Background: an optimization exercise with open tools, aiming at small area. Do not read the settings as production practice.
The RTL was checked by simulation tests, not by an equivalence proof against the original design.
Power figures rest on the tool's default switching activity, not on a simulated workload.

// prt_scaler_engine
module prt_scaler_engine
#(
    parameter                               P_PPC = 4,           
    parameter                               P_BPC = 8            
)
(
    input wire                              RST_IN,
    input wire                              CLK_IN,
    input wire                              CTL_RUN_IN,
    input wire                              CTL_FS_IN,
    input wire [3:0]                        CTL_MODE_IN,
    input wire [15:0]                       CTL_HWIDTH_IN,
    input wire [15:0]                       CTL_VHEIGHT_IN,
    input wire                              LBF_RDY_IN,
    input wire                              SLW_RDY_IN,
    output wire                             SLW_LRST_OUT,
    output wire                             SLW_LNXT_OUT,
    output wire [1:0]                       SLW_STEP_OUT,
    input wire [(3*5*P_BPC)-1:0]            SLW_DAT0_IN,
    input wire [(3*5*P_BPC)-1:0]            SLW_DAT1_IN,
    output wire [(3*P_PPC*P_BPC)-1:0]       VID_DAT_OUT,
    output wire                             VID_DE_OUT
);
Size: roughly 10000 cells after synthesis, ~1100 flip-flops, about 380 I/O pins, about 110000 sq um of cells after synthesis.
clock: 5.0 ns
lec_check: 0
cap_margin: 30
core_margin: 2
core_utilization: 60
cts_cluster_diameter: 90
cts_cluster_size: 24
place_density: 0.7
slew_margin: 30
synth_hierarchical: 1
synth_memory_max_bits: 65536
standard.sh (not shown) runs the stock make flow with config.mk's settings and CLKGATE_MAP_FILE= SYNTH_SCRIPT=/design/flow/synth_recipe.tcl, a recipe that flattens the netlist after the stock synthesis.
==> flow/flow/run.sh <==
#!/bin/bash
# The standard layout, with every input and output port buffered by the smallest plain
# buffer (sky130_fd_sc_hd__buf_1) instead of the delay buffer buffer_ports picks by default.
set -euo pipefail
export BUFFER_PORTS_ARGS="-buffer_cell sky130_fd_sc_hd__buf_1"
bash standard.sh > standard.log 2>&1
The starting point produced a clean layout.
==> next run, changes <==
==> flow/flow/run.sh (replaced) <==
#!/bin/bash
# The standard layout, with every input and output port buffered by the smallest plain
# buffer (sky130_fd_sc_hd__buf_1) instead of the delay buffer buffer_ports picks by default,
# and ORFS's power recovery (downsizing of gates with positive slack) after global routing.
set -euo pipefail
export BUFFER_PORTS_ARGS="-buffer_cell sky130_fd_sc_hd__buf_1"
export RECOVER_POWER=100
bash standard.sh > standard.log 2>&1
- CORE_UTILIZATION: 60 -> 50
- CTS_CLUSTER_DIAMETER: 90 -> 80
- CTS_CLUSTER_SIZE: 24 -> 20
- PLACE_DENSITY: 0.7 -> 0.6
Effect: This time the run finished but fails on max-capacitance violations, max-slew violations, negative setup slack. Power rises by 0.83%. Routed wire length is higher by about 2%. Die area climbs by about 20%. Combinational power went down by about 4%. Clock skew stays flat. Final area rises by about 0.6%. Count of clock-buffer cells in the layout increases by 21. Synthesized cell count stays the same.
==> next run, changes <==
==> flow/flow/run.sh (replaced) <==
#!/bin/bash
# The standard layout, with every input and output port buffered by the smallest plain
# buffer (sky130_fd_sc_hd__buf_1) instead of the delay buffer buffer_ports picks by default.
set -euo pipefail
export BUFFER_PORTS_ARGS="-buffer_cell sky130_fd_sc_hd__buf_1"
bash standard.sh > standard.log 2>&1
- CAP_MARGIN: 30 -> 25
- CORE_UTILIZATION: 50 -> 65
- CTS_CLUSTER_DIAMETER: 80 -> 100
- CTS_CLUSTER_SIZE: 20 -> 26
- PLACE_DENSITY: 0.6 -> 0.75
- SLEW_MARGIN: 30 -> 25
Outcome:
- Now the flow finished with negative setup slack left
- die area is lower by 23%
- final cell count is lower by 6.1%
- design area is lower by 2.0%
- via count is higher by 8.5%
- wire length is higher by 4.9%
- flip-flop and latch count does not change
==> next run, changes <==
- CORE_UTILIZATION: 65 -> 60
- CTS_CLUSTER_DIAMETER: 100 -> 110
- CTS_CLUSTER_SIZE: 26 -> 28
- PLACE_DENSITY: 0.75 -> 0.7
=> The changed run finished clean. Synthesized cell count does not change. Final area went up by 0.83%. Combinational power went down by about 5%. Core utilization went down by 4.9 points. Global-route usage went down by 7.9 points. Setup slack is better by 0.15 ns. Wire length went down by 7.0%. Power went down by about 4%. Clock-buffer cell count went down by 6. Via count went down by about 5%. Area after synthesis stays the same.

prt_scaler_engine again, from the RTL that the note above started with.
// prt_scaler_engine
module prt_scaler_engine
#(
    parameter                               P_PPC = 4,           
    parameter                               P_BPC = 8            
)
(
    input wire                              RST_IN,
    input wire                              CLK_IN,
    input wire                              CTL_RUN_IN,
    input wire                              CTL_FS_IN,
    input wire [3:0]                        CTL_MODE_IN,
    input wire [15:0]                       CTL_HWIDTH_IN,
    input wire [15:0]                       CTL_VHEIGHT_IN,
    input wire                              LBF_RDY_IN,
    input wire                              SLW_RDY_IN,
    output wire                             SLW_LRST_OUT,
    output wire                             SLW_LNXT_OUT,
    output wire [1:0]                       SLW_STEP_OUT,
    input wire [(3*5*P_BPC)-1:0]            SLW_DAT0_IN,
    input wire [(3*5*P_BPC)-1:0]            SLW_DAT1_IN,
    output wire [(3*P_PPC*P_BPC)-1:0]       VID_DAT_OUT,
    output wire                             VID_DE_OUT
);
localparam [2:0] SM_IDLE = 3'd0, SM_S0 = 3'd1, SM_S1 = 3'd2, SM_S2 = 3'd3,
                 SM_S3 = 3'd4, SM_S4 = 3'd5, SM_S5 = 3'd6;
logic        clk_ctl_run;
logic        clk_ctl_fs;
logic [3:0]  clk_ctl_mode;
logic [1:0]  clk_agnt_ratio;
logic        clk_lbf_rdy;
logic        clk_slw_rdy;
logic        clk_slw_run;
logic        clk_slw_run_del;
logic [15:0] clk_agnt_hcnt;
logic [15:0] clk_agnt_vcnt;
  ...
==> flow/config.mk <==
export PLATFORM = sky130hd
export DESIGN_NAME = prt_scaler_engine
export DESIGN_NICKNAME = prt_scaler_engine
export VERILOG_FILES = /design/flow/design.v
export SDC_FILE = /design/flow/constraint.sdc
export NUM_CORES = 8
export LEC_CHECK = 0
export CAP_MARGIN = 30
export CORE_MARGIN = 2
export CORE_UTILIZATION = 50
export CTS_CLUSTER_DIAMETER = 80
export CTS_CLUSTER_SIZE = 20
export PLACE_DENSITY = 0.6
export SLEW_MARGIN = 30
export SYNTH_HIERARCHICAL = 1
export SYNTH_MEMORY_MAX_BITS = 65536
==> flow/constraint.sdc <==
create_clock -name core_clock -period 5.0 [get_ports {CLK_IN}]
set_input_delay 1.0000 -clock core_clock [delete_from_list [all_inputs] [get_ports {CLK_IN}]]
set_output_delay 1.0000 -clock core_clock [all_outputs]
set_load 0.01 [all_outputs]
run.sh (not shown) runs the stock make flow with config.mk's settings and CLKGATE_MAP_FILE= SYNTH_SCRIPT=/design/flow/synth_recipe.tcl, a recipe that flattens the netlist after the stock synthesis.
Stock flow here: none of the scripts above is used.
==> next run, changes <==
==> flow/flow/run.sh (new file) <==
#!/bin/bash
# The standard layout, with every input and output port buffered by the smallest plain
# buffer (sky130_fd_sc_hd__buf_1) instead of the delay buffer buffer_ports picks by default.
set -euo pipefail
export BUFFER_PORTS_ARGS="-buffer_cell sky130_fd_sc_hd__buf_1"
bash standard.sh > standard.log 2>&1
==> flow/standard.sh (new file) <==
#!/bin/bash
# synth_recipe.tcl (not shown) runs the flow's synth.tcl, then flattens the netlist and writes it again
# the make line also repeats each setting of config.mk as NAME=value (left out here)
make -C /OpenROAD-flow-scripts/flow DESIGN_CONFIG=/design/flow/config.mk WORK_HOME=/design/flow/orfs CLKGATE_MAP_FILE= SYNTH_SCRIPT=/design/flow/synth_recipe.tcl "${@:-finish}"
removed: flow/run.sh
Result:
- worst hold slack gains 0.0089 ns
- setup slack gains 0.022 ns
- combinational power fell by a few percent
- sequential share of layout area rose by 0.45 points
- synthesized area stays the same
- clock-buffer cell count rose by 2

==> separate check: timing with driven ports <==
In the flow no input, the clock included, has a driving cell. The finished layouts below were timed again as built, in two steps.
Step 1 sets driving cells, clkbuf_16 on the clock port and buf_2 on the other inputs (assumed; they add their load-dependent delay and slew).
Step 2, shift: input delay + t, output delay - t, t = (earliest + latest rising clock arrival at the registers) / 2. This alone moves slack from input paths to output paths.
a / b / c = ideal ports / drivers / drivers and shift; a / b = the first two.
| run | shift t [ns] | setup WS [ns] | worst hold slack (ns) |
|---|---|---|---|
| the first run of note 1 | 0.847 | 0.083 / 0.083 / 0.083 | 0.048 / -0.025 / 0.309 |
| the second run of note 1 | 0.881 | -0.057 / -0.057 / -0.057 | 0.304 / 0.226 / 0.316 |
| the third run of note 1 | 0.887 | -0.019 / -0.019 / -0.019 | 0.045 / -0.025 / 0.318 |
| the fourth run of note 1 | 0.863 | 0.129 / 0.129 / 0.129 | 0.049 / -0.029 / 0.319 |
| the first run of note 2 | 0.853 | 0.150 / 0.150 / 0.150 | 0.296 / 0.296 / 0.296 |
| the second run of note 2 | 0.889 | 0.172 / 0.172 / 0.172 | 0.305 / 0.224 / 0.321 |
